What follows belongs to an exercise in optimizing a design on an open flow for small area and a short achievable clock period; a production flow would make more cautious choices. Function was checked by simulation only, so behaviour that the tests miss may differ from the original. Power and IR drop assume default switching activity.

==> flow/design.v <==
module MultiInputAdder_wInputEnable #(
    parameter int NUM_INPUT    = 8,
    parameter int WIDTH_IN     = 16,
    parameter bit IS_SIGNED    = 1,
    parameter int OUTPUT_DELAY = 1,
    parameter int WIDTH_OUT = WIDTH_IN + $clog2(NUM_INPUT)
)
(
    input  logic i_clk, i_ena,
    input  logic [NUM_INPUT-1:0][WIDTH_IN-1:0] i_data,
    input  logic [NUM_INPUT-1:0] i_input_i_enable,
    output logic [WIDTH_OUT-1:0] o_data
);
    generate
        if (WIDTH_IN <= 0) begin : gen_error_DATA_WIDTH_IN
            initial begin
                $error("DATA_WIDTH_IN must be > 0");
            end
        end
    endgenerate
    localparam int TotalLevels      = $clog2(NUM_INPUT);
    localparam int NumLevelPerCycle = (OUTPUT_DELAY > 0) ?
                        (TotalLevels + OUTPUT_DELAY - 1) / OUTPUT_DELAY : TotalLevels;
    logic [WIDTH_OUT-1:0] tree_nodes [TotalLevels+1][NUM_INPUT];
    always_comb begin
        for (int i=0; i<NUM_INPUT; i++) begin
            if (!IS_SIGNED) begin
                if (i_input_i_enable[i] == 1'b1)
                    tree_nodes[0][i] = {{(WIDTH_OUT-WIDTH_IN){1'b0}} , i_data[i]};
                else
                    tree_nodes[0][i] = {(WIDTH_IN){1'b0}};
            end
            else begin
                if (i_input_i_enable[i] == 1'b1)
                    tree_nodes[0][i] = {{(WIDTH_OUT-WIDTH_IN){i_data[i][WIDTH_IN-1]}} , i_data[i]};
                else
                    tree_nodes[0][i] = {(WIDTH_IN){1'b0}};
            end
        end
    end
    generate
        genvar i_level, i_add;
        for (i_level=0; i_level<TotalLevels; i_level++) begin : gen_tree
            localparam int NumInput    = (NUM_INPUT + (1<<i_level) - 1) >> i_level;
            localparam int NumAdd      = NumInput >> 1;
            localparam bit PassThrough = NumInput[0] === 1;
            if ((OUTPUT_DELAY>0) && (i_level+1)%NumLevelPerCycle == 0) begin : gen_seq
                for (i_add=0; i_add<NumAdd; i_add++) begin : gen_seq_add
                    always_ff @(posedge i_clk) begin
                        if (i_ena) begin
                            tree_nodes[i_level+1][i_add] <= tree_nodes[i_level][2*i_add] +
                                                            tree_nodes[i_level][2*i_add+1];
                        end
                    end
                end
                if (PassThrough) begin : gen_seq_passthrough
                    always_ff @(posedge i_clk) begin
                        if (i_ena) begin
                            tree_nodes[i_level+1][NumAdd] <= tree_nodes[i_level][2*NumAdd];
                        end
                    end
                end
            end
            else begin : gen_comb
                for (i_add=0; i_add<NumAdd; i_add++) begin : gen_comb_add
                    always_comb begin
                        tree_nodes[i_level+1][i_add] = tree_nodes[i_level][2*i_add] +
                                                        tree_nodes[i_level][2*i_add+1];
                    end
                end
                if (PassThrough) begin : gen_comb_passthrough
                    always_comb begin
                        tree_nodes[i_level+1][NumAdd] = tree_nodes[i_level][2*NumAdd];
                    end
                end
            end
        end
    endgenerate
    assign o_data = tree_nodes[TotalLevels][0];
endmodule
module adder_tree45 (
    input  logic          i_clk,
    input  logic          i_ena,
    input  logic [719:0]  i_data,
    input  logic [44:0]   i_input_enable,
    output logic [21:0]   o_data
);
    MultiInputAdder_wInputEnable #(
        .NUM_INPUT(45),
        .WIDTH_IN(16),
        .IS_SIGNED(1),
        .OUTPUT_DELAY(5)
    ) u_adder (
        .i_clk(i_clk),
        .i_ena(i_ena),
        .i_data(i_data),
        .i_input_i_enable(i_input_enable),
        .o_data(o_data)
    );
endmodule
==> flow/run.sh <==
#!/bin/bash
# synth_recipe.tcl (not shown) runs the flow's synth.tcl, then flattens the netlist and writes it again
# the make line also repeats each setting of config.mk as NAME=value (left out here)
make -C /OpenROAD-flow-scripts/flow DESIGN_CONFIG=/design/flow/config.mk WORK_HOME=/design/flow/orfs CLKGATE_MAP_FILE= SYNTH_SCRIPT=/design/flow/synth_recipe.tcl finish
==> flow/config.mk <==
export PLATFORM = sky130hd
export DESIGN_NAME = adder_tree45
export DESIGN_NICKNAME = adder_tree45
export VERILOG_FILES = /design/flow/design.v
export SDC_FILE = /design/flow/constraint.sdc
export NUM_CORES = 4
export LEC_CHECK = 0
export CAP_MARGIN = 20
export CORE_MARGIN = 2
export CORE_UTILIZATION = 40
export SLEW_MARGIN = 20
==> flow/constraint.sdc <==
create_clock -name core_clock -period 5.5 [get_ports {i_clk}]
set_input_delay 1.1000 -clock core_clock [delete_from_list [all_inputs] [get_ports {i_clk}]]
set_output_delay 1.1000 -clock core_clock [all_outputs]
set_load 0.01 [all_outputs]
==> run notes <==
==> layer usage <==
layer | share of wire | GRT usage | vias up
li1 | - | - | 14650
met1 | 0.42 | 0.2717 | 14270
met2 | 0.49 | 0.3715 | 704
met3 | 0.053 | 0.03692 | 132
met4 | 0.030 | 0.06310 | 0
met5 | 0 | 0 | -
==> worst max-delay path: cells and delay by family <==
kind,cells,cell delay [ns]
fa+ha+maj,4,1.68
compound gates,7,1.65
buf+inv,1,0.46
simple gates,1,0.19
xor+xnor,1,0.10
==> per-stage QoR <==
step	total power, uW	setup WS [ns]	hold slack [ns]	cells
after floorplan	19280	0.7462	0.5256	4133
after CTS	27750	0.6427	0.5549	6287
final	27430	0.6073	0.5514	6295
after detailed placement	24890	0.03369	0.5567	6217
after global routing	30280	0.3974	0.5772	6295
after global placement	24820	0.06634	0.5439	6217
==> worst paths after layout <==
check                                           to  slack, ns  cells past startpoint
max           u_adder.tree_nodes[91][17]$_DFFE_PP_       0.61                     14
max reg2reg  u_adder.tree_nodes[180][21]$_DFFE_PP_       1.47                     15
min           u_adder.tree_nodes[182][0]$_DFFE_PP_       0.55                      1
min reg2reg   u_adder.tree_nodes[182][0]$_DFFE_PP_       0.55                      1
==> cells in the final DEF (no fill, tap or decap), types with 10 or more instances in the layout <==
cell type / count
ha_1: 281
edfxtp_1: 346
fa_1: 511
a211oi_1: 16
nand4_1: 17
and3_1: 12
nand2_1: 287
o21bai_1: 30
clkdlybuf4s50_1: 787
o21ai_1: 50
nand3_1: 22
nor3_1: 32
o21ai_0: 47
nor2_1: 126
a21o_1: 104
o31ai_1: 12
o21a_1: 43
a31oi_1: 27
o211ai_1: 14
buf_4: 56
nand2b_1: 32
a21oi_1: 180
and2_1: 508
nor2b_1: 33
clkbuf_16: 41
xor2_1: 59
clkinv_2: 10
inv_1: 1022
xnor2_1: 179
==> power by group <==
group,switching [uW],internal [uW]
clock network,1100,1550
logic,10700,8400
registers,508,5160
==> kinds of logic (layout without fill, tap and decap cells) <==
group	after synthesis	count (layout)	share of synthesized area
AND/OR/NAND/NOR	1088	1088	0.1437
AO/OA/AOI/OAI	598	598	0.09756
flip-flops	346	346	0.2607
other	0	8	0
adder cells (fa/ha/maj)	792	792	0.3449
buffers and inverters	1071	1938	0.1009
XOR/XNOR	238	238	0.05230
==> layout make-up <==
type,count,area share
clock inverter,26,0.004741
inverter,1022,0.07531
multi-input combinational,2716,0.4996
timing repair buffer,846,0.1640
clock buffer,44,0.02036
sequential,346,0.2040
tap,1287,0.03161
antenna,8,0.0003930
==> summary.md <==
| Metric | Value |
|---|---|
| Worst Max-Slew Pin Slew | `approximately 0.74 ns` |
| Detail Route Antenna Nets | `0` |
| Final #Nets | `around 6500` |
| Top FF cell, synth | `edfxtp_1` |
| Most used cell, CP | `fa_1` |
| Num rows | `around 120` |
| Most flop-heavy register | `u_adder.tree_nodes` |
| CP Class | `input pin to flop` |
| GRT overflow | `0` |
| LEAKAGE | `between 0.02 and 0.025 uW` |
| Count of final max-slew check failures | `0` |
| Wire per inst | `17.27 um` |
| CP endpoint kind | `flop` |
| CP max FO | `4` |
| Placed Area | `just under 50000 um^2` |
| Worst Path Arrival | `between 5 and 6 ns` |
| Port Buf Inserts | `788` |
| Syn_nets | `around 5700` |
| Power Density | `between 500 and 600 nW/um^2` |
| Clock sinks | `between 300 and 400` |
| Pre-Repair DR Iteration Count | `5` |
| Ys Warns | `2` |
| CP Launch Point | `i_input_enable[5]` |
| Max-cap violations | `0` |
| Root buf cell | `clkbuf_16` |
| Via density | `4.727` |
| Reg area | `about 10000 um^2` |
| Critical Path RT | `5.80 ns` |
| Yosys top cell by area | `edfxtp_1` |
| Synthesized area | `between 30000 and 40000 um^2` |
| Post-route setup TNS | `0 ns` |
| Startpoint class of the critical path | `input pin` |
| Ys async rst share | `0` |
| Worst skew pair latency | `between 0.5 and 0.6 ns` |
| 1st-iter DRT viols | `around 1400` |
| RR Startpoint | `u_adder.tree_nodes[92][1]$_DFFE_PP_` |
| Global-route wire length before repair | `168800 um` |
| Fin crit share | `0.8896` |
| CTS tree | `built` |
| DR vias | `29750` |
| Share of layout cells above drive strength 1 | `0.02660` |
| Cells after Synth | `4133` |
| CTS Buffer Depth | `3` |
| Biggest regs | `u_adder.tree_nodes (346)` |
| Filler cells | `9198` |
| Post-synth top area share | `0.2607` |
| Synth Area per Inst | `9.644 um^2` |
| Initial Util | `0.4044` |
| Max reg flops | `346` |
| EDFF count, synth | `~350` |
| Footprint of the multi-input gates | `25450 um^2` |
| Crit-path cells | `clkdlybuf4s50_1 -> and2_1 -> fa_1 -> fa_1 -> ha_1 -> fa_1 -> a21o_1 -> a211oi_1 -> o21ai_1 -> o21ba_1 -> o221ai_1 -> a21oi_1 -> a211oi_1 -> xnor2_1` |
| Seq cells post-synth | `346` |
| CTS buffer count | `41` |
| Seq/Total Area, Yosys | `0.2607` |
| Final WL | `108700 um` |
| Most common cell in the netlist | `inv_1` |
| CP max-delay cell | `fa_1` |
| Die Area | `102200 um^2` |
| Htree depth | `2` |
| Yosys cell types | `62` |
| Clock transition at the registers of the reported paths | `0.06 ns` |
| Synth cell count leaders | `inv_1, fa_1, and2_1` |
| Height of the die | `about 320 um` |
| Clock skew | `0.01794 ns` |
| Gr usage total | `0.2137` |
| Max IR drop VDD | `488.7 uV` |
| Outcome | `complete, no violations` |
| Antenna violations before repair | `11` |
| CTS Hold Bufs | `0` |
| Hold Path Origin | `u_adder.tree_nodes[98][0]$_DFFE_PP_` |
| Post-layout instance area | `50940 um^2` |
| CTS resizes | `0` |
| Setup Buffers After CTS | `0` |
| GP Congestion | `0.8960` |
| Top-Level Pins | `789` |
| Std-Cell Core Area | `98560 um^2` |
| DP HPWL | `~96000 um` |
| P&R area growth vs syn | `27.79%` |
| Dominant cells by area after synthesis | `edfxtp_1, fa_1, inv_1` |
| Largest net degree at the start of global routing | `between 90 and 100` |
| Worst path max stage delay | `0.56 ns` |
| Slew margin rel. | `0.5035` |
| Final hold vios | `0` |
| DRC Markers | `0` |
| Final Critical Period | `4.893 ns` |
| RSZ-0062 raised after global routing | `false` |
| Final Util | `0.5168` |
| Die span in x | `around 320 um` |
| HP Class | `flop to flop` |
| Peak Freq | `0.2044 GHz` |
| Vias in the first global route | `31500` |
| Final setup violation count | `0` |

-- static timing again, ports no longer ideal --
How much do the figures lean on ideal ports? The routed layout below was timed once more, with nothing changed but the port constraints. Step 1 sets driving cells, clkbuf_16 on the clock port and buf_2 on the other inputs (assumed; they add their load-dependent delay and slew). Step 2 also shifts input and output timing later by t, the mid clock arrival at the registers, as if the neighbouring blocks saw the same clock. a / b / c = ideal ports / drivers / drivers and shift; a / b = the first two.
t, ns: 0.618
setup slack, ns: 0.607 / 0.651 / 0.033
worst register clock-pin slew, ns: 0.06 / 0.06
After both steps this run still meets setup and hold. For this run, drivers alone change the setup slack by +0.044 ns; drivers and shift together by -0.574 ns.
